Source: an optimization exercise on an open RTL-to-GDS flow (aim: small area and a short achievable clock period). Production flows keep margins and buffers that such runs may drop.
Function was not checked in any run shown here: the RTL went through the layout flow alone.
No activity file was given, so power comes from the tool's default toggle rates.

==> flow/design.v, too long to show whole: its modules and the start of the top module <==
// module vedicmult_16bit: 1667 lines
// module FA: 4 lines
// module XN2: 3 lines
// module OR2: 3 lines
// module X2: 3 lines
// module NR2: 3 lines
// module NOR2M: 3 lines
// module INV1: 3 lines
module vedicmult_16bit(input [15:0] a, b,
input clk, reset,
output reg [31:0] out);
  // ...
==> flow/flow/run.sh <==
#!/bin/bash
# Own layout flow: the standard ORFS flow (standard.sh), with the input and
# output port buffers made of plain buf_2 cells (the default picks a delay cell);
# the output buffers are then cut down to buf_1 before detailed placement.
set -euo pipefail
export BUFFER_PORTS_ARGS="-buffer_cell sky130_fd_sc_hd__buf_2"
export PRE_FLOORPLAN_TCL="$PWD/flow/pre_floorplan.tcl"
export PRE_DETAIL_PLACE_TCL="$PWD/flow/pre_detail_place.tcl"
export SETUP_SLACK_MARGIN=8.9
bash standard.sh > standard.log 2>&1
==> flow/flow/pre_detail_place.tcl <==
# Output ports drive only the 10 fF pin load and have ample slack: their port
# buffers can be the smallest buffer.
set n 0
foreach inst [[ord::get_db_block] getInsts] {
  set m [[$inst getMaster] getName]
  set name [$inst getName]
  if { $m eq "sky130_fd_sc_hd__buf_2" && [string match "output*" $name] } {
    replace_cell [get_cells $name] sky130_fd_sc_hd__buf_1
    incr n
  }
}
puts "pre_detail_place: resized $n output buffers"
==> flow/flow/pre_floorplan.tcl <==
# Synthesis (abc) maps each Booth selector to an a22oi_2; the _1 cell is the
# same function in less area and easily drives the single gate it feeds.
set swaps {sky130_fd_sc_hd__a22oi_2 sky130_fd_sc_hd__a22oi_1}
set n 0
foreach inst [[ord::get_db_block] getInsts] {
  set m [[$inst getMaster] getName]
  if { [dict exists $swaps $m] } {
    replace_cell [get_cells [$inst getName]] [dict get $swaps $m]
    incr n
  }
}
puts "pre_floorplan: resized $n cells"
==> flow/standard.sh <==
#!/bin/bash
# synth_recipe.tcl (not shown) runs the flow's synth.tcl, then flattens the netlist and writes it again
# the make line also repeats each setting of config.mk as NAME=value (left out here)
make -C /OpenROAD-flow-scripts/flow DESIGN_CONFIG=/design/flow/config.mk WORK_HOME=/design/flow/orfs CLKGATE_MAP_FILE= SYNTH_SCRIPT=/design/flow/synth_recipe.tcl "${@:-finish}"
==> flow/config.mk <==
export PLATFORM = sky130hd
export DESIGN_NAME = vedicmult_16bit
export DESIGN_NICKNAME = vedicmult_16bit
export VERILOG_FILES = /design/flow/design.v
export SDC_FILE = /design/flow/constraint.sdc
export NUM_CORES = 4
export LEC_CHECK = 0
export CAP_MARGIN = 20
export CORE_MARGIN = 2
export CORE_UTILIZATION = 40
export CTS_BUF_LIST = sky130_fd_sc_hd__clkbuf_8
export CTS_CLUSTER_SIZE = 8
export SLEW_MARGIN = 20
export SYNTH_HIERARCHICAL = 1
export SYNTH_MINIMUM_KEEP_SIZE = 0
==> flow/constraint.sdc <==
create_clock -name core_clock -period 17.0 [get_ports {clk}]
set_input_delay 3.4000 -clock core_clock [delete_from_list [all_inputs] [get_ports {clk}]]
set_output_delay 3.4000 -clock core_clock [all_outputs]
set_load 0.01 [all_outputs]
==> metrics list, run 1 <==
- When the netlist entered floorplanning its net count stood at 997.
* Largest registers in the final layout: out (32)
* P_leak: 2.91 nW
- Entering global routing, the biggest net connects 33 pins.
* Tightest hold margin: 3.49 ns
* Proportion of cell area occupied by multi-input gates: 0.790
- Post-synthesis cell area: 7160 um^2
- The first global-routing pass estimated 30,700 um of wire.
* Final Max Slew Viols: 0
* Commonest cells in the netlist: nand2_1, fa_1, clkbuf_1, nor2_1, xnor2_1
- Number of buffers outside the clock class in the layout: 83
- Share of Yosys cell area claimed by the top area cell type: 0.551
* Post-synth ARST share: 0
* Sequential share of cell area: 0.0793
* Unrepaired setup endpoints after global routing: true
- The worst hold path begins at a[0].
- Number of hold violations in the final report: 0
* Critical Path Most Common Cell: fa_1
- Std cell rows: 48
* Fraction of final layout cells sized beyond drive strength 1: 0.106
- Sum of buffers and inverters on the critical path: 3
- Max Clk Rate: 126 MHz
- The worst hold path was traced through 3 stages.
- The root buffer cell chosen for the clock tree is clkbuf_8.
- Maximum level of the CTS H-tree: 2
- Summed over all nets, wire length on met3 after detailed routing comes to 1400 um.
- Hold-fix buffers, CTS: 0
- Die Area: 19,000 um^2
- Worst Hold Path EP: out[0]$_DFF_P_
* Filler cell count in the final layout: 1,676
- The first TritonRoute pass finished after 4 iterations.
* Cell count after synthesis: 766
- Largest cells by area after synthesis: fa_1, nand2_1, dfxtp_1, xnor2_1, clkbuf_1
- Run status: finished clean
==> run 2, diff against run 1 <==
--- a/flow/design.v
+++ b/flow/design.v
@@ -1240,23 +1240,23 @@
 FA u_s149 (.x(c38), .y(c44), .z(s1), .s(s149), .c(c150));
 FA u_s151 (.x(s45), .y(c40), .z(c42), .s(s151), .c(c152));
 FA u_s153 (.x(s51), .y(s47), .z(s49), .s(s153), .c(c154));
 FA u_s155 (.x(c50), .y(c46), .z(c48), .s(s155), .c(c156));
 FA u_s157 (.x(s53), .y(c52), .z(s3), .s(s157), .c(c158));
 FA u_s159 (.x(s59), .y(s55), .z(s57), .s(s159), .c(c160));
 FA u_s161 (.x(c58), .y(c54), .z(c56), .s(s161), .c(c162));
 FA u_s163 (.x(s63), .y(s9), .z(s61), .s(s163), .c(c164));
-FA u_s165 (.x(s67), .y(s65), .z(c60), .s(s165), .c(c166));
+FA u_s165 (.x(s67), .y(c60), .z(s65), .s(s165), .c(c166));
 FA u_s167 (.x(s15), .y(c62), .z(c64), .s(s167), .c(c168));
 FA u_s169 (.x(c66), .y(s69), .z(s71), .s(s169), .c(c170));
 FA u_s171 (.x(s75), .y(s73), .z(c68), .s(s171), .c(c172));
 FA u_s173 (.x(s21), .y(c70), .z(c72), .s(s173), .c(c174));
-FA u_s175 (.x(s81), .y(s77), .z(s79), .s(s175), .c(c176));
-FA u_s177 (.x(s83), .y(c74), .z(c76), .s(s177), .c(c178));
+FA u_s175 (.x(c74), .y(s77), .z(s79), .s(s175), .c(c176));
+FA u_s177 (.x(s83), .y(s81), .z(c76), .s(s177), .c(c178));
 FA u_s179 (.x(s23), .y(c78), .z(c80), .s(s179), .c(c180));
 FA u_s181 (.x(s89), .y(s85), .z(s87), .s(s181), .c(c182));
 FA u_s183 (.x(s91), .y(c82), .z(c84), .s(s183), .c(c184));
 FA u_s185 (.x(c88), .y(c24), .z(c86), .s(s185), .c(c186));
 FA u_s187 (.x(s95), .y(c90), .z(s93), .s(s187), .c(c188));
 FA u_s189 (.x(c92), .y(s97), .z(s99), .s(s189), .c(c190));
 FA u_s191 (.x(c94), .y(pp14_6), .z(pp15_5), .s(s191), .c(c192));
 FA u_s193 (.x(c100), .y(c96), .z(c98), .s(s193), .c(c194));
@@ -1285,40 +1285,40 @@
 FA u_s235 (.x(s123), .y(pp8_0), .z(c118), .s(s235), .c(c236));
 FA u_s237 (.x(s121), .y(c116), .z(s119), .s(s237), .c(c238));
 FA u_s239 (.x(c122), .y(c124), .z(c120), .s(s239), .c(c240));
 FA u_s241 (.x(s129), .y(s125), .z(s127), .s(s241), .c(c242));
 FA u_s243 (.x(s131), .y(c126), .z(c128), .s(s243), .c(c244));
 FA u_s245 (.x(s135), .y(s133), .z(c130), .s(s245), .c(c246));
 FA u_s247 (.x(s137), .y(c132), .z(c134), .s(s247), .c(c248));
 FA u_s249 (.x(s141), .y(s139), .z(c136), .s(s249), .c(c250));
-FA u_s251 (.x(c140), .y(c138), .z(s143), .s(s251), .c(c252));
+FA u_s251 (.x(s143), .y(c138), .z(c140), .s(s251), .c(c252));
 FA u_s253 (.x(s147), .y(s145), .z(c142), .s(s253), .c(c254));
 FA u_s255 (.x(s149), .y(c144), .z(c146), .s(s255), .c(c256));
 FA u_s257 (.x(s153), .y(c148), .z(s151), .s(s257), .c(c258));
 FA u_s259 (.x(s155), .y(c150), .z(c152), .s(s259), .c(c260));
 FA u_s261 (.x(s159), .y(c154), .z(s157), .s(s261), .c(c262));
 FA u_s263 (.x(c158), .y(c156), .z(s161), .s(s263), .c(c264));
 FA u_s265 (.x(s165), .y(s163), .z(c160), .s(s265), .c(c266));
 FA u_s267 (.x(s167), .y(c162), .z(c164), .s(s267), .c(c268));
 FA u_s269 (.x(s171), .y(s169), .z(c166), .s(s269), .c(c270));
-FA u_s271 (.x(c170), .y(c168), .z(s173), .s(s271), .c(c272));
+FA u_s271 (.x(s173), .y(c168), .z(c170), .s(s271), .c(c272));
 FA u_s273 (.x(s177), .y(s175), .z(c172), .s(s273), .c(c274));
 FA u_s275 (.x(s181), .y(c174), .z(s179), .s(s275), .c(c276));
 FA u_s277 (.x(s183), .y(c176), .z(c178), .s(s277), .c(c278));
 FA u_s279 (.x(c182), .y(c180), .z(s185), .s(s279), .c(c280));
-FA u_s281 (.x(c184), .y(s187), .z(s189), .s(s281), .c(c282));
+FA u_s281 (.x(s189), .y(s187), .z(c184), .s(s281), .c(c282));
 FA u_s283 (.x(s193), .y(c186), .z(s191), .s(s283), .c(c284));
 FA u_s285 (.x(c190), .y(c188), .z(s195), .s(s285), .c(c286));
 FA u_s287 (.x(c194), .y(s197), .z(c192), .s(s287), .c(c288));
 FA u_s289 (.x(s201), .y(s199), .z(c196), .s(s289), .c(c290));
 FA u_s291 (.x(s205), .y(c198), .z(s203), .s(s291), .c(c292));
 FA u_s293 (.x(s207), .y(c200), .z(c202), .s(s293), .c(c294));
 FA u_s295 (.x(s209), .y(c204), .z(c206), .s(s295), .c(c296));
-FA u_s297 (.x(c208), .y(s211), .z(s213), .s(s297), .c(c298));
+FA u_s297 (.x(s213), .y(s211), .z(c208), .s(s297), .c(c298));
 FA u_s299 (.x(c212), .y(pp15_9), .z(c210), .s(s299), .c(c300));
 FA u_s301 (.x(c214), .y(s215), .z(s217), .s(s301), .c(c302));
 FA u_s303 (.x(pp15_10), .y(pp13_12), .z(pp14_11), .s(s303), .c(c304));
 FA u_s305 (.x(s219), .y(c216), .z(c218), .s(s305), .c(c306));
 FA u_s307 (.x(pp13_13), .y(pp11_15), .z(pp12_14), .s(s307), .c(c308));
 FA u_s309 (.x(c220), .y(pp14_12), .z(pp15_11), .s(s309), .c(c310));
 FA u_s311 (.x(pp14_13), .y(pp12_15), .z(pp13_14), .s(s311), .c(c312));
 XN2 u_s313 (.x(pp0_3), .y(pp1_2), .o(s313));
@@ -1328,29 +1328,29 @@
 FA u_s319 (.x(s227), .y(c226), .z(c224), .s(s319), .c(c320));
 FA u_s321 (.x(c230), .y(c228), .z(s231), .s(s321), .c(c322));
 FA u_s323 (.x(c234), .y(c232), .z(s235), .s(s323), .c(c324));
 FA u_s325 (.x(c238), .y(c236), .z(s239), .s(s325), .c(c326));
 FA u_s327 (.x(c242), .y(c240), .z(s243), .s(s327), .c(c328));
 FA u_s329 (.x(c246), .y(c244), .z(s247), .s(s329), .c(c330));
 FA u_s331 (.x(c250), .y(c248), .z(s251), .s(s331), .c(c332));
 FA u_s333 (.x(c254), .y(c252), .z(s255), .s(s333), .c(c334));
-FA u_s335 (.x(s259), .y(c256), .z(c258), .s(s335), .c(c336));
+FA u_s335 (.x(c258), .y(c256), .z(s259), .s(s335), .c(c336));
 FA u_s337 (.x(c262), .y(c260), .z(s263), .s(s337), .c(c338));
 FA u_s339 (.x(c266), .y(c264), .z(s267), .s(s339), .c(c340));
 FA u_s341 (.x(c270), .y(c268), .z(s271), .s(s341), .c(c342));
 FA u_s343 (.x(c274), .y(c272), .z(s275), .s(s343), .c(c344));
 FA u_s345 (.x(c278), .y(c276), .z(s279), .s(s345), .c(c346));
 FA u_s347 (.x(s285), .y(c280), .z(s283), .s(s347), .c(c348));
 FA u_s349 (.x(s289), .y(c284), .z(s287), .s(s349), .c(c350));
 FA u_s351 (.x(c290), .y(s291), .z(c288), .s(s351), .c(c352));
 FA u_s353 (.x(c294), .y(c292), .z(s295), .s(s353), .c(c354));
 FA u_s355 (.x(s301), .y(c296), .z(s299), .s(s355), .c(c356));
 FA u_s357 (.x(s305), .y(s303), .z(c300), .s(s357), .c(c358));
-FA u_s359 (.x(s309), .y(c304), .z(s307), .s(s359), .c(c360));
+FA u_s359 (.x(c306), .y(c304), .z(s307), .s(s359), .c(c360));
 FA u_s361 (.x(s311), .y(pp15_12), .z(c308), .s(s361), .c(c362));
 FA u_s363 (.x(pp15_13), .y(pp13_15), .z(pp14_14), .s(s363), .c(c364));
 XN2 u_s365 (.x(pp0_2), .y(pp1_1), .o(s365));
 OR2 u_c366 (.x(pp0_2), .y(pp1_1), .o(c366));
 FA u_s367 (.x(s313), .y(pp2_1), .z(pp3_0), .s(s367), .c(c368));
 FA u_s369 (.x(s315), .y(c314), .z(s221), .s(s369), .c(c370));
 FA u_s371 (.x(s317), .y(c316), .z(s223), .s(s371), .c(c372));
 FA u_s373 (.x(s319), .y(c318), .z(s229), .s(s373), .c(c374));
@@ -1362,23 +1362,23 @@
 FA u_s385 (.x(s331), .y(s253), .z(c330), .s(s385), .c(c386));
 FA u_s387 (.x(s333), .y(s257), .z(c332), .s(s387), .c(c388));
 FA u_s389 (.x(s335), .y(s261), .z(c334), .s(s389), .c(c390));
 FA u_s391 (.x(s337), .y(c336), .z(s265), .s(s391), .c(c392));
 FA u_s393 (.x(s339), .y(s269), .z(c338), .s(s393), .c(c394));
 FA u_s395 (.x(s341), .y(s273), .z(c340), .s(s395), .c(c396));
 FA u_s397 (.x(s343), .y(s277), .z(c342), .s(s397), .c(c398));
 FA u_s399 (.x(s345), .y(s281), .z(c344), .s(s399), .c(c400));
-FA u_s401 (.x(c346), .y(c282), .z(s347), .s(s401), .c(c402));
+FA u_s401 (.x(s347), .y(c282), .z(c346), .s(s401), .c(c402));
 FA u_s403 (.x(c348), .y(c286), .z(s349), .s(s403), .c(c404));
 FA u_s405 (.x(c350), .y(s293), .z(s351), .s(s405), .c(c406));
 FA u_s407 (.x(s353), .y(s297), .z(c352), .s(s407), .c(c408));
 FA u_s409 (.x(c354), .y(c298), .z(s355), .s(s409), .c(c410));
 FA u_s411 (.x(c356), .y(c302), .z(s357), .s(s411), .c(c412));
-FA u_s413 (.x(c358), .y(c306), .z(s359), .s(s413), .c(c414));
+FA u_s413 (.x(s359), .y(s309), .z(c358), .s(s413), .c(c414));
 FA u_s415 (.x(c360), .y(c310), .z(s361), .s(s415), .c(c416));
 FA u_s417 (.x(c362), .y(c312), .z(s363), .s(s417), .c(c418));
 FA u_s419 (.x(c364), .y(pp14_15), .z(pp15_14), .s(s419), .c(c420));
 XN2 u_s421 (.x(pp0_1), .y(pp1_0), .o(s421));
 OR2 u_c422 (.x(pp0_1), .y(pp1_0), .o(c422));
 FA u_s423 (.x(c422), .y(pp2_0), .z(s365), .s(s423), .c(c424));
 FA u_s425 (.x(c424), .y(s367), .z(c366), .s(s425), .c(c426));
 assign ci427 = ~c426;
==> flow/flow/run.sh (replaced) <==
#!/bin/bash
# Own layout flow: the standard ORFS flow (standard.sh), with the input and
# output port buffers made of plain buf_2 cells (the default picks a delay cell);
# the output buffers are then cut down to buf_1 before detailed placement.
set -euo pipefail
export BUFFER_PORTS_ARGS="-buffer_cell sky130_fd_sc_hd__buf_2"
export PRE_FLOORPLAN_TCL="$PWD/flow/pre_floorplan.tcl"
export PRE_DETAIL_PLACE_TCL="$PWD/flow/pre_detail_place.tcl"
export SETUP_SLACK_MARGIN=8.8
bash standard.sh > standard.log 2>&1
==> run 2 against run 1 <==
Critical path depth shrank 2. Sequential share of layout area grew 0.32 points. Core utilization shrank 1.8 points. Routed wire length shrank 4.3%. Still clean. Global-route usage shrank 0.43 points. Flip-flop and latch count is the same. Fmax shrank 0.97%. Worst hold slack lost 0.076 ns. Clock-buffer cell count shrank 2. Via count shrank 1.6%.
==> metrics list, run 2 <==
* Run status: finished clean (unchanged)
- Maximum level of the CTS H-tree: 2 (unchanged)
* Final total negative setup slack: 0 ns (unchanged)
- Post-Syn Nets: 997 (unchanged)
- The number of flip-flops in the largest register came to 32 (unchanged).
- The vertical die dimension came to 138 um (unchanged).
- Placeable core region: 17,400 um^2 (unchanged)
* Critical Path Most Common Cell: fa_1 (unchanged)
- Sequential cell area fraction in the yosys report: 0.0894 (unchanged)
- The cell area after layout was 7760 um^2 (was 8080 um^2).
- The nature of the critical path startpoint is an input pin (unchanged).
- The maximum number of pins on one net before global-route repair came to 33 (unchanged).
* Final Max Slew Viols: 0 (unchanged)
- TritonCTS clock tree: done (unchanged)
- The post-synthesis simple-gate area fraction came to 0.194 (unchanged).
* Unrepaired setup endpoints after global routing: true (unchanged)
- The die outline width came to 138 um (unchanged).
- The final count of negative-setup-slack endpoints came to 0 (unchanged).
- Number of storage elements in the synthesis netlist: 32 (unchanged)
- The share of synthesized registers carrying an async set or reset was 0 (unchanged).
* Class of the worst hold path: in2reg (unchanged)
- Slowest CP cell: fa_1 (unchanged)
- Synth cell types: 32 (unchanged)
- The number of port buffers came to 65 (unchanged).
- Worst VDD drop: 0.000158 V (was 0.000213 V)
- Clock transition at the register clock pins on the worst setup and hold paths after CTS: 0.08 ns (was 0.07 ns)
- The routed wire length per instance came to 18.1 um (was 18.6 um).
- Commonest cells after routing, fill and taps aside: nand2_1, fa_1, nor2_1 (unchanged).
* Startpoint of the lowest-slack hold path: b[0] (was a[0])
- The required time at the worst-slack endpoint came to 17.18 ns (was 17.20 ns).
* Arithmetic-cell share of the synthesized area counting full adders, half adders and majority gates: 0.551 (unchanged)
* Initial core utilization: 0.411 (unchanged)
* Element type at the critical path end: flip-flop (unchanged)
- Crit. path cell count: 18 (was 20)
* Commonest non-fill, non-tap cell in the layout: nand2_1 (unchanged)
- Commonest cells in the netlist: nand2_1, fa_1, clkbuf_1, nor2_1, xnor2_1 (unchanged)
* Standard cell area after detailed placement: 7510 um^2 (was 7540 um^2)
- Count of maximum capacitance violations: 0 (unchanged)
* Total vias in the final route: 5,261 (was 5,349)
* Number of global-route vias before repair: 5,725 (was 5,784)
* Mux share of post-synthesis cell area: 0 (unchanged)
* Synth Area in XOR/XNOR: 0.0868 (unchanged)
- Least-Margin Pin Slew: 0.964 ns (was 0.952 ns)
- Most frequent cell after synthesis: nand2_1 (unchanged)
- The worst-case headroom to the max-slew limit was 0.354 (was 0.361).
* Filler cell count in the final layout: 1,708 (was 1,676)
- The number of sinks on the clock net was 32 (unchanged).
- Kind of critical path: in2reg (unchanged)
- The floorplan die area came to 19,000 um^2 (unchanged).
* Share of the cycle needed by the critical path after routing: 0.471 (was 0.466)
- The largest area contributor in the netlist is fa_1 (unchanged).
* Detailed-route vias per instance: 5.26 (about the same)
* TritonCTS buffer count: 5 (unchanged)
* Origin of the worst setup path: a[12] (was b[2])
* Post-synthesis cell area: 7160 um^2 (unchanged)
- The largest driver fanout on the critical path is 16 (was 6).
- The wire length of the first global-routing pass is 30,000 um (was 30,700 um).
* Std cell rows: 48 (unchanged)
- Most used flip-flop cell after synthesis: dfxtp_1 (unchanged)
* I/O pins: 66 (unchanged)
* CP Cell Sequence: buf_4, nand2_1, fa_1, fa_1, fa_1, fa_1, fa_1, fa_1, xor2_2, a21oi_1, o21a_1, nor2_1, nor3_1, o21a_1, o21ai_1, a21o_1, xnor2_1, nor2_1 (was buf_16, buf_4, nand2_1, fa_2, fa_1, fa_2, fa_1, fa_1, fa_1, xor2_2, buf_4, nand2_1, o21a_1, nor2_1, nor3_1, o21a_4, o211a_1, o31ai_2, xnor2_1, nor2_1)
- Largest registers in the final layout: out (32) (unchanged).
- Layout Area Growth over Synthesis: 8.33% (was 12.8%)
- Largest cells by area after synthesis: fa_1, nand2_1, dfxtp_1, xnor2_1, clkbuf_1 (unchanged).
- Residual overflow from global routing: 0 (unchanged)
- The dominant delay contributor by cell family on the critical path was adder cells (unchanged).
- Data arrival time of the worst path: 8.18 ns (was 8.13 ns)
- Tmin final: 8.01 ns (was 7.93 ns)
* Post-layout nets: 1,006 (was 1,023)
- Clock Path Buffers: 2 (unchanged)
- Pwr Density: 205 nW/um^2 (was 213 nW/um^2)
* Final RePlAce weighted congestion: 0.837 (was 0.878)
* Combined global-route utilization of all metal layers: 0.211 (was 0.215)
- The static power due to leakage came to 2.76 nW (was 2.91 nW).
- Clock root cell: clkbuf_8 (unchanged)
- Fraction of final layout cells sized beyond drive strength 1: 0.0683 (was 0.106)
- The delay of the slowest cell on the worst path was 0.56 ns (about the same).
- Initial antenna violation count: 0 (unchanged)
- The final antenna-violating net count was 0 (unchanged).
- The average cell area after synthesis came to 9.35 um^2 (unchanged).
- The first-iteration detailed-routing DRC count is 238 (was 371).
* YS warnings: 7 (unchanged)
* Cell count after synthesis: 766 (unchanged)
- The share of the synthesized area in the top cell type is 0.551 (unchanged).
- Top register by number of flip-flops: out (unchanged)
* Number of detailed-route iterations in the first pass: 4 (unchanged)
- Number of hold violations in the final report: 0 (unchanged)
- Sum of buffers and inverters on the critical path: 1 (was 3)
- Number of enable-type register cells in the synthesized netlist: 0 (unchanged)
* Final wirelength: 18,100 um (was 19,000 um)
* Number of antenna cells inserted: 0 (unchanged)
* Dpl hpwl: 13,700 um (was 14,300 um)
* Fraction of the mapped netlist area in compound gates: 0.0418 (unchanged)
- Largest family of logic cells by synthesized area: adder cells (unchanged)
* Max Clk Rate: 125 MHz (was 126 MHz)
- The number of design rule violations left after detail routing came to 0 (unchanged).
- The worst hold path depth was 3 (unchanged).
run 2: cell counts after synthesis:
No cell type changed its count.
run 2: modules after synthesis, one instance, submodules excluded:
module,cells,flip-flops and latches,times used,cell area (um^2)
FA,1,0,197,20.0
INV1,1,0,1,3.75
NOR2M,1,0,32,3.75
NR2,1,0,27,3.75
OR2,1,0,16,6.26
X2,1,0,27,8.76
XN2,1,0,44,8.76
vedicmult_16bit,422,32,1,2270
run 2: stage by stage:
| stage | total power, mW | setup slack (ns) | utilization | std cells | hold slack [ns] |
|---|---|---|---|---|---|
| floorplan | 1.23 | 8.81 | - | 766 | 3.70 |
| global placement | 1.47 | 8.50 | 0.434 | 992 | 3.79 |
| detailed placement | 1.48 | 8.50 | 0.431 | 992 | 3.79 |
| CTS | 1.56 | 8.84 | 0.438 | 1000 | 3.49 |
| global route | 1.76 | 8.80 | 0.445 | 1001 | 3.42 |
| finish | 1.59 | 8.99 | 0.445 | 1001 | 3.42 |
run 2: final timing paths:
kind                               to  slack [ns]
worst min-delay path   out[0]$_DFF_P_        3.42
worst max-delay path  out[29]$_DFF_P_        8.99
run 2: cell type report:
type	count	area, um^2	area share
tap	225	282	0.0363
inverter	6	22.5	0.00290
timing repair buffer	66	383	0.0493
clock buffer	5	68.8	0.00887
multi-input combinational	664	6320	0.814
clock inverter	3	46.3	0.00597
sequential	32	641	0.0826
run 2: timing repair:
item                       4_1_cts  5_1_grt
hold buffers                     0        0
setup endpoints to repair        0       10
gates resized for setup          0       48
hold endpoints to repair         0        0
setup buffers                    0        1
run 2: logic make-up (layout without fill, tap and decap cells):
logic type | count (synthesis) | in the layout
buffers and inverters | 70 | 80
flip-flops | 32 | 32
adder cells (fa/ha/maj) | 197 | 197
other | 1 | 1
AND/OR/NAND/NOR | 352 | 352
AO/OA/AOI/OAI | 43 | 43
XOR/XNOR | 71 | 71
run 2: per-layer routing:
layer  up-vias  wire length [um]  global-route usage
li1       2311                 -                   -
met1      2716              7330               0.269
met2       197              9130               0.367
met3        37              1200              0.0375
met4         0               476              0.0652
met5         -                 0                   0
run 2: power breakdown:
group          switching, mW  internal (mW)
combinational          0.751          0.636
sequential           0.00620          0.115
clock                 0.0347         0.0441
==> run 3, diff against run 2 <==
--- a/flow/config.mk
+++ b/flow/config.mk
@@ -9,3 +9,3 @@
 export CORE_MARGIN = 2
-export CORE_UTILIZATION = 40
+export CORE_UTILIZATION = 60
 export CTS_BUF_LIST = sky130_fd_sc_hd__clkbuf_8
==> run 3 against run 2 <==
Via count increased by 3.2%. Fmax is 0.14% higher. Synthesized cell count unchanged. Clock-buffer cell count up 2. Combinational power up 7%. Global-route usage rose by 11 points. Worst hold slack worse by 0.017 ns. Non-clock buffer count rose by 4. Design area up 0.37%. Highest routed layer unchanged. Largest cell class unchanged. Critical path depth down 2. Power up 6.8%. Routed wire length rose by 3.2%.
==> metrics list, run 3 <==
- Run status: finished clean (unchanged).
- The type of the worst setup path was in2reg (unchanged).
- Standard cell area after detailed placement: 7410 um^2 (was 7510 um^2)
- Pwr Density: 218 nW/um^2 (was 205 nW/um^2)
- The global-route usage over all layers was 0.317 (was 0.211).
- Sequential cell area fraction in the yosys report: 0.0894 (unchanged)
- Top register by number of flip-flops: out (unchanged)
- The wire length of the first global-routing pass is 30,800 um (was 30,000 um).
- The worst min-delay path category is in2reg (unchanged).
- The area occupied by registers was 641 um^2 (unchanged).
- The highest routing layer actually used was met4 (unchanged).
- Count of maximum capacitance violations: 0 (unchanged)
* Detailed-route vias per instance: 5.88 (was 5.26)
* Final RePlAce weighted congestion: 0.857 (was 0.837)
- Number of storage elements in the synthesis netlist: 32 (unchanged)
* Fraction of final layout cells sized beyond drive strength 1: 0.0846 (was 0.0683)
* TritonCTS clock tree: done (unchanged)
- Most used flip-flop cell after synthesis: dfxtp_1 (unchanged)
- Clock transition at the register clock pins on the worst setup and hold paths after CTS: 0.07 ns (was 0.08 ns)
- Final wirelength: 18,700 um (was 18,100 um)
* Required time of the critical path: 17.13 ns (was 17.18 ns)
* Antenna violation net count after detailed routing: 0 (unchanged)
- The sum of negative setup slack came to 0 ns (unchanged).
- The final count of negative-setup-slack endpoints is 0 (unchanged).
- Largest registers in the final layout: out (32) (unchanged).
- Unrepaired setup endpoints after global routing: false (was true).
* Share of Yosys cell area claimed by the top area cell type: 0.551 (unchanged)
- Die Area: 12,800 um^2 (was 19,000 um^2)
- Post-Syn Nets: 997 (unchanged)
* TritonCTS buffer count: 5 (unchanged)
- The largest driver fanout on the critical path came to 16 (unchanged).
* Dpl hpwl: 14,400 um (was 13,700 um)
- The number of failing hold endpoints at the final stage came to 0 (unchanged).
- P_leak: 2.83 nW (was 2.76 nW)
- The cell area after synthesis is 7160 um^2 (unchanged).
- Met2 wire len: 10,100 um (was 9130 um)
* Placeable core region: 11,500 um^2 (was 17,400 um^2)
- The root cell of the clock tree is clkbuf_8 (unchanged).
- Most frequent cell after synthesis: nand2_1 (unchanged)
- The via count of the first global-routing pass was 6,039 (was 5,725).
- Std cell rows: 39 (was 48)
- The number of sinks on the clock net was 32 (unchanged).
- Largest net degree at the start of global routing: 33 (unchanged)
- The number of port buffers is 65 (unchanged).
- Filler cell count in the final layout: 955 (was 1,708)
- Synth cell types: 32 (unchanged)
- Commonest cells in the netlist: nand2_1, fa_1, clkbuf_1, nor2_1, xnor2_1 (unchanged).
- The pre-CTS worst setup slack came to 8.44 ns (was 8.50 ns).
* Number of enable-type register cells in the synthesized netlist: 0 (unchanged)
* Max reg flops: 32 (unchanged)
* Max Clk Rate: 125 MHz (about the same)
- The effective utilization at floorplan came to 0.622 (was 0.411).
- Post-synthesis area per instance: 9.35 um^2 (unchanged)
- Layout Area Growth over Synthesis: 8.74% (was 8.33%)
- Cell count after synthesis: 766 (unchanged)
- The number of synthesis warnings is 7 (unchanged).
* Least-Margin Pin Slew: 0.907 ns (was 0.964 ns)
* Commonest non-fill, non-tap cell in the layout: nand2_1 (unchanged)
- The number of buffers on the longest clock path was 2 (unchanged).
* Setup crit start kind: input pin (unchanged)
- Largest cells by area after synthesis: fa_1, nand2_1, dfxtp_1, xnor2_1, clkbuf_1 (unchanged)
- The number of iterations in the first detailed-routing pass came to 16 (was 4).
- The highest ir drop seen on vdd came to 0.000145 V (was 0.000158 V).
* Post-synth ARST share: 0 (unchanged)
- Total vias in the final route: 5,430 (was 5,261)
- The arrival time of the worst setup path was 8.13 ns (was 8.18 ns).
- Area of the multi-input gates: 6360 um^2 (was 6320 um^2)
- The cell area after layout was 7790 um^2 (was 7760 um^2).
- The die outline width was 113 um (was 138 um).
- Tmin final: 7.99 ns (was 8.01 ns)
* Element type at the critical path end: flip-flop (unchanged)
* Detailed-route wire length on metal 1: 6590 um (was 7330 um)
- Max-Slew Margin vs Limit: 0.394 (was 0.354)
- Share of the cycle needed by the critical path after routing: 0.470 (was 0.471)
- Total length of routed met3 wires: 1320 um (was 1200 um)
- The number of antenna violations at the first check in global routing is 0 (unchanged).
- Wire length per cell after detailed routing: 20.3 um (was 18.1 um)
- Maximum level of the CTS H-tree: 2 (unchanged)
* Final Max Slew Viols: 0 (unchanged)
- DIE HEIGHT: 113 um (was 138 um)
- Commonest cells after routing, fill and taps aside: nand2_1, fa_1, nor2_1 (unchanged).
* Iteration-0 DRC count of the detailed router: 366 (was 238)
- The number of design rule violations left after detail routing is 0 (unchanged).
- The number of top-level pins came to 66 (unchanged).
* Most area-hungry cell type in the Yosys netlist: fa_1 (unchanged)
- Worst Setup Slack, final: 9.01 ns (was 8.99 ns)
- The final-stage net count is 1,010 (was 1,006).
- The number of antenna repair diodes came to 0 (unchanged).
- The total congestion overflow is 0 (unchanged).
## run 3: per-module statistics from Yosys (local to each module, per instance), excerpt
module           area, um^2  flops+latches  times used
FA                     20.0              0         197
INV1                   3.75              0           1
NOR2M                  3.75              0          32
NR2                    3.75              0          27
OR2                    6.26              0          16
X2                     8.76              0          27
vedicmult_16bit        2270             32           1
## run 3: area by class of cell
cell class              count  area share
well taps                 143      0.0230
clock inverters             1     0.00386
inverters                   6     0.00289
flip-flops and latches     32      0.0823
repair buffers             70      0.0583
clock buffers               7      0.0124
multi-input cells         664       0.817
## run 3: per-stage QoR
stage | hold slack (ns) | util | instances | power (mW)
6_report | 3.40 | 0.676 | 923 | 1.69
5_1_grt | 3.40 | 0.676 | 923 | 1.86
3_5_place_dp | 3.78 | 0.643 | 910 | 1.48
2_1_floorplan | 3.70 | - | 766 | 1.23
4_1_cts | 3.51 | 0.656 | 918 | 1.58
3_3_place_gp | 3.80 | 0.647 | 910 | 1.46
## run 3: logic make-up after synthesis
family          Yosys count  share of synthesized area
compound gates           43                     0.0418
xor+xnor                 71                     0.0868
fa+ha+maj               197                      0.551
buf+inv                  70                     0.0367
flops                    32                     0.0894
other cells               1                   0.000524
simple gates            352                      0.194
## run 3: critical path: stages
cell      delay, ns
buf_4          0.24
nand2_1        0.11
fa_2           0.37
fa_1           0.53
fa_1           0.43
fa_2           0.36
fa_1           0.46
fa_1           0.60
xor2_2         0.26
nand4_1        0.15
or2_2          0.31
o21a_1         0.22
o211a_1        0.26
o21bai_1       0.17
xnor2_1        0.16
nor2_1         0.08
## run 3: power breakdown
group          internal [mW]  switching, mW
clock network         0.0517         0.0291
registers              0.115        0.00654
logic                  0.701          0.792
total                  0.867          0.828
## run 3: worst paths after layout
path	slack, ns	cells past startpoint	from	end
max	9.01	16	a[10]	out[30]$_DFF_P_
min	3.40	3	b[0]	out[0]$_DFF_P_
## run 3: timing repair
item                       4_1_cts  5_1_grt
hold buffers                     0        0
pin swaps                        0        7
setup endpoints to repair        2       10
gates resized for setup          7       60
buffers inserted                 0        5
## run 3: per-layer routing
layer | global-route usage | vias up
met5 | 0 | -
met4 | 0.136 | 0
met3 | 0.0471 | 52
met2 | 0.573 | 263
li1 | - | 2318
met1 | 0.378 | 2797
==> run 4, diff against run 3 <==
--- a/flow/config.mk
+++ b/flow/config.mk
@@ -9,3 +9,3 @@
 export CORE_MARGIN = 2
-export CORE_UTILIZATION = 60
+export CORE_UTILIZATION = 75
 export CTS_BUF_LIST = sky130_fd_sc_hd__clkbuf_8
==> run 4 against run 3 <==
Still clean on timing, DRC and antenna. Routed wire length is 3.6% higher. Flip-flop and latch count is the same. Clock power up 0.9%. Area after synthesis unchanged. Highest routed layer unchanged.
==> metrics list, run 4 <==
* Dpl hpwl: 14,200 um (was 14,400 um)
* Largest cells by area after synthesis: fa_1, nand2_1, dfxtp_1, xnor2_1, clkbuf_1 (unchanged)
- The number of sinks on the clock net was 32 (unchanged).
- The share of the core filled with cells in the final layout is 0.827 (was 0.676).
- CP Cell Sequence: buf_4, nand2_1, or2_1, fa_1, fa_1, fa_1, fa_1, fa_1, xor2_1, and4_1, nor3b_2, a21boi_4, o21a_2, o211a_1, o21bai_1, xnor2_1, nor2_1 (was buf_4, nand2_1, fa_2, fa_1, fa_1, fa_2, fa_1, fa_1, xor2_2, nand4_1, or2_2, o21a_1, o211a_1, o21bai_1, xnor2_1, nor2_1).
- The worst min-delay path category is in2reg (unchanged).
- The number of CTS-inserted buffers came to 5 (unchanged).
- Largest registers in the final layout: out (32) (unchanged).
- The fmax is 123 MHz (was 125 MHz).
- Commonest cells in the netlist: nand2_1, fa_1, clkbuf_1, nor2_1, xnor2_1 (unchanged)
* Die span in x: 102 um (was 113 um)
- The synthesized instance count came to 766 (unchanged).
- The post-CTS clock slew at the launch and capture registers of the worst setup and hold paths is 0.07 ns (about the same).
* Global-route wire length before repair: 30,800 um (about the same)
- The number of distinct library cell variants in the gate-level netlist after synthesis is 32 (unchanged).
* Internal power consumption: 0.823 mW (was 0.867 mW)
* Final total negative setup slack: 0 ns (unchanged)
* Number of storage elements in the synthesis netlist: 32 (unchanged)
* Clock Power Share: 0.049 (was 0.048)
- The total congestion overflow is 0 (unchanged).
- Share of the cycle needed by the critical path after routing: 0.477 (was 0.470)
- Post-Syn Nets: 997 (unchanged)
- Max-Slew Margin vs Limit: 0.399 (was 0.394)
- The root cell of the clock tree was clkbuf_8 (unchanged).
* Commonest cells after routing, fill and taps aside: nand2_1, fa_1, nor2_1 (unchanged)
- The via count of the first global-routing pass is 6,380 (was 6,039).
* Most area-hungry cell type in the Yosys netlist: fa_1 (unchanged)
- The switching share of power is 0.509 (was 0.488).
* Total vias in the final route: 5,759 (was 5,430)
- Filler cell count in the final layout: 573 (was 955)
- Iteration-0 DRC count of the detailed router: 499 (was 366)
- The number of enable-type register cells in the synthesized netlist came to 0 (unchanged).
- Unrepaired setup endpoints after global routing: true (was false).
- The multi-input combinational cell area was 6320 um^2 (was 6360 um^2).
* Maximum level of the CTS H-tree: 2 (unchanged)
* Post-synthesis area per instance: 9.35 um^2 (unchanged)
- Sequential cell area fraction in the yosys report: 0.0894 (unchanged)
- The shortest period the worst path allows came to 8.10 ns (was 7.99 ns).
* Number of hold violations in the final report: 0 (unchanged)
* Share of power burned in combinational logic: 0.879 (was 0.881)
- The number of port buffers is 65 (unchanged).
- Placeable core region: 9240 um^2 (was 11,500 um^2)
- Number of antenna cells inserted: 0 (unchanged)
* Kind of critical path: in2reg (unchanged)
* Detailed-route vias per instance: 6.36 (was 5.88)
- The number of design rule violations left after detail routing was 0 (unchanged).
- The number of iterations in the first detailed-routing pass was 6 (was 16).
- Wire length per cell after detailed routing: 21.4 um (was 20.3 um)
- The share of synthesized registers carrying an async set or reset is 0 (unchanged).
- Commonest non-fill, non-tap cell in the layout: nand2_1 (unchanged)
- The synthesis-to-layout area growth is 6.69% (was 8.74%).
- Run status: finished clean (unchanged).
* Final RePlAce weighted congestion: 0.940 (was 0.857)
* Startpoint of the lowest-slack hold path: b[0] (unchanged)
- The number of pins with negative max-slew slack in the final report is 0 (unchanged).
* Most frequent cell after synthesis: nand2_1 (unchanged)
- Largest net degree at the start of global routing: 33 (unchanged)
* Worst Hold Path EP: out[0]$_DFF_P_ (unchanged)
- The final antenna-violating net count is 0 (unchanged).
* Worst VDD drop: 0.000172 V (was 0.000145 V)
- The fraction of final layout cells sized beyond drive strength 1 came to 0.0721 (was 0.0846).
* Register Area: 641 um^2 (unchanged)
- The number of top-level pins was 66 (unchanged).
* Most used flip-flop cell after synthesis: dfxtp_1 (unchanged)
* Post-layout nets: 1,007 (was 1,010)
* Data arrival time of the worst path: 8.24 ns (was 8.13 ns)
- P_leak: 2.78 nW (was 2.83 nW)
- The share of the synthesized area in the top cell type is 0.551 (unchanged).
- Count of maximum capacitance violations: 0 (unchanged)
* Pwr Density: 219 nW/um^2 (was 218 nW/um^2)
* Max reg flops: 32 (unchanged)
* Die Area: 10,300 um^2 (was 12,800 um^2)
* Initial antenna violation count: 0 (unchanged)
- Required time of the critical path: 17.14 ns (was 17.13 ns)
- The largest driver fanout on the critical path is 16 (unchanged).
- Top register by number of flip-flops: out (unchanged)
- The cell area after synthesis came to 7160 um^2 (unchanged).
* Combined global-route utilization of all metal layers: 0.405 (was 0.317)
- Final wirelength: 19,400 um (was 18,700 um)
- Hold-critical path depth: 3 (unchanged)
* Clock Path Buffers: 2 (unchanged)
* DIE HEIGHT: 102 um (was 113 um)
* Std cell rows: 35 (was 39)
- The net switching power came to 0.852 mW (was 0.828 mW).
- YS warnings: 7 (unchanged)
* CP max stage delay: 0.55 ns (was 0.60 ns)
* Hold-fix buffers, CTS: 0 (unchanged)
* Least-Margin Pin Slew: 0.900 ns (was 0.907 ns)
- The effective utilization at floorplan is 0.775 (was 0.622).
- The sequential power share is 0.073 (was 0.072).
- The category of the worst setup path capture point is a flip-flop (unchanged).
- Setup crit start kind: input pin (unchanged)
* Slowest CP cell: fa_1 (unchanged)
- TritonCTS clock tree: done (unchanged)
- The most prevalent standard cell on the critical path is fa_1 (unchanged).
- The final count of negative-setup-slack endpoints is 0 (unchanged).
run 4: cell types whose count changed in the layout (fill, tap and decap cells not counted), sizes merged:
cell	change
buf	-1
clkbuf	-2
run 4: Yosys stat by module, one instance, submodules excluded, a selection:
module,times used,area (um^2),flops+latches,cells
OR2,16,6.26,0,1
X2,27,8.76,0,1
INV1,1,3.75,0,1
NR2,27,3.75,0,1
NOR2M,32,3.75,0,1
vedicmult_16bit,1,2270,32,422
run 4: repair_timing:
item / in CTS / in global routing
endpoints found under the setup margin: 4 / 11
pin swaps: 0 / 2
hold endpoints to repair: 0 / 0
buffers inserted: 0 / 2
resized for setup: 3 / 37
run 4: power groups by stage:
stage / Combinational, mW / Sequential, mW / Clock, mW
after detailed placement: 1.36 / 0.124 / 0
after global routing: 1.62 / 0.125 / 0.0858
after CTS: 1.37 / 0.122 / 0.0831
after floorplan: 1.09 / 0.137 / 0
final: 1.47 / 0.122 / 0.0815
after global placement: 1.33 / 0.122 / 0
run 4: cell type report:
cell class / count / area share
multi-input cells: 664 / 0.827
clock buffers: 7 / 0.0126
repair buffers: 67 / 0.0486
inverters: 6 / 0.00295
flip-flops and latches: 32 / 0.0838
clock inverters: 1 / 0.00393
well taps: 129 / 0.0211
run 4: metrics by stage:
stage | instance area, um^2 | hold slack (ns) | power [mW] | std cells | setup slack, ns
floorplan | 7200 | 3.70 | 1.23 | 766 | 8.81
global placement | 7430 | 3.79 | 1.45 | 896 | 8.55
detailed placement | 7390 | 3.79 | 1.49 | 896 | 8.49
CTS | 7520 | 3.51 | 1.58 | 904 | 8.81
global route | 7640 | 3.41 | 1.83 | 906 | 8.76
finish | 7640 | 3.43 | 1.67 | 906 | 8.90
run 4: how the worst max path moves through the flow:
stage / from / endpoint / slack (ns) / cells past startpoint
after floorplan: a[14] / out[31]$_DFF_P_ / 8.81 / 17
after global placement: a[12] / out[31]$_DFF_P_ / 8.55 / 17
after detailed placement: a[15] / out[31]$_DFF_P_ / 8.49 / 16
after CTS: a[12] / out[31]$_DFF_P_ / 8.81 / 17
after global routing: a[12] / out[27]$_DFF_P_ / 8.76 / 18
final: a[12] / out[30]$_DFF_P_ / 8.90 / 17
run 4: logic make-up (layout without fill, tap and decap cells):
group                      Yosys count  after routing  synth area share
and+or+nand+nor                    352            352             0.194
DFF                                 32             32            0.0894
xor gates and xnor gates            71             71            0.0868
buffers and inverters               70             81            0.0367
adders and majority gates          197            197             0.551
AOI/OAI and AO/OA                   43             43            0.0418
other                                1              1          0.000524
run 4: metal layers:
metal / vias to the layer above / GRT usage / part of all wire
met1: 2857 / 0.470 / 0.32
met3: 116 / 0.0863 / 0.11
met4: 0 / 0.212 / 0.055
met5: - / 0 / 0
met2: 468 / 0.708 / 0.51
li1: 2318 / - / -
run 4: worst max-delay path, delay by kind of cell:
family	cells	cell delay, ns
simple gates	5	0.98
fa+ha+maj	5	2.37
compound gates	4	0.80
xor+xnor	2	0.45
buf+inv	1	0.23

==> afterwards: timing with drivers on the ports <==
The flow's constraints put no driver on any port. The routed layouts listed below were extracted and timed again, unchanged, in two steps.
Step 1 assumes that a clkbuf_16 drives the clock port and a buf_2 every other input.
Step 2 moves the port delays by t, midway between the first and last clock arrival at a register: inputs arrive t later, outputs are due t later. That takes back most of the time a late clock gives input paths.
a / b / c = ideal ports / drivers / drivers and shift; a / b = the first two.
| run | t (ns) | slack for setup (ns) | worst data-port slew with drivers (ns) |
|---|---|---|---|
| run 1 | 0.323 | 9.072 / 8.995 / 8.672 | 0.12 |
| run 2 | 0.338 | 8.994 / 9.005 / 8.667 | 0.06 |
| run 3 | 0.317 | 9.005 / 8.993 / 8.676 | 0.06 |
| run 4 | 0.312 | 8.899 / 8.890 / 8.578 | 0.05 |
After both steps setup and hold are still met in every run listed. The setup slack of run 1, which loses most, moves by -0.077 ns with the drivers and by -0.400 ns with both steps.
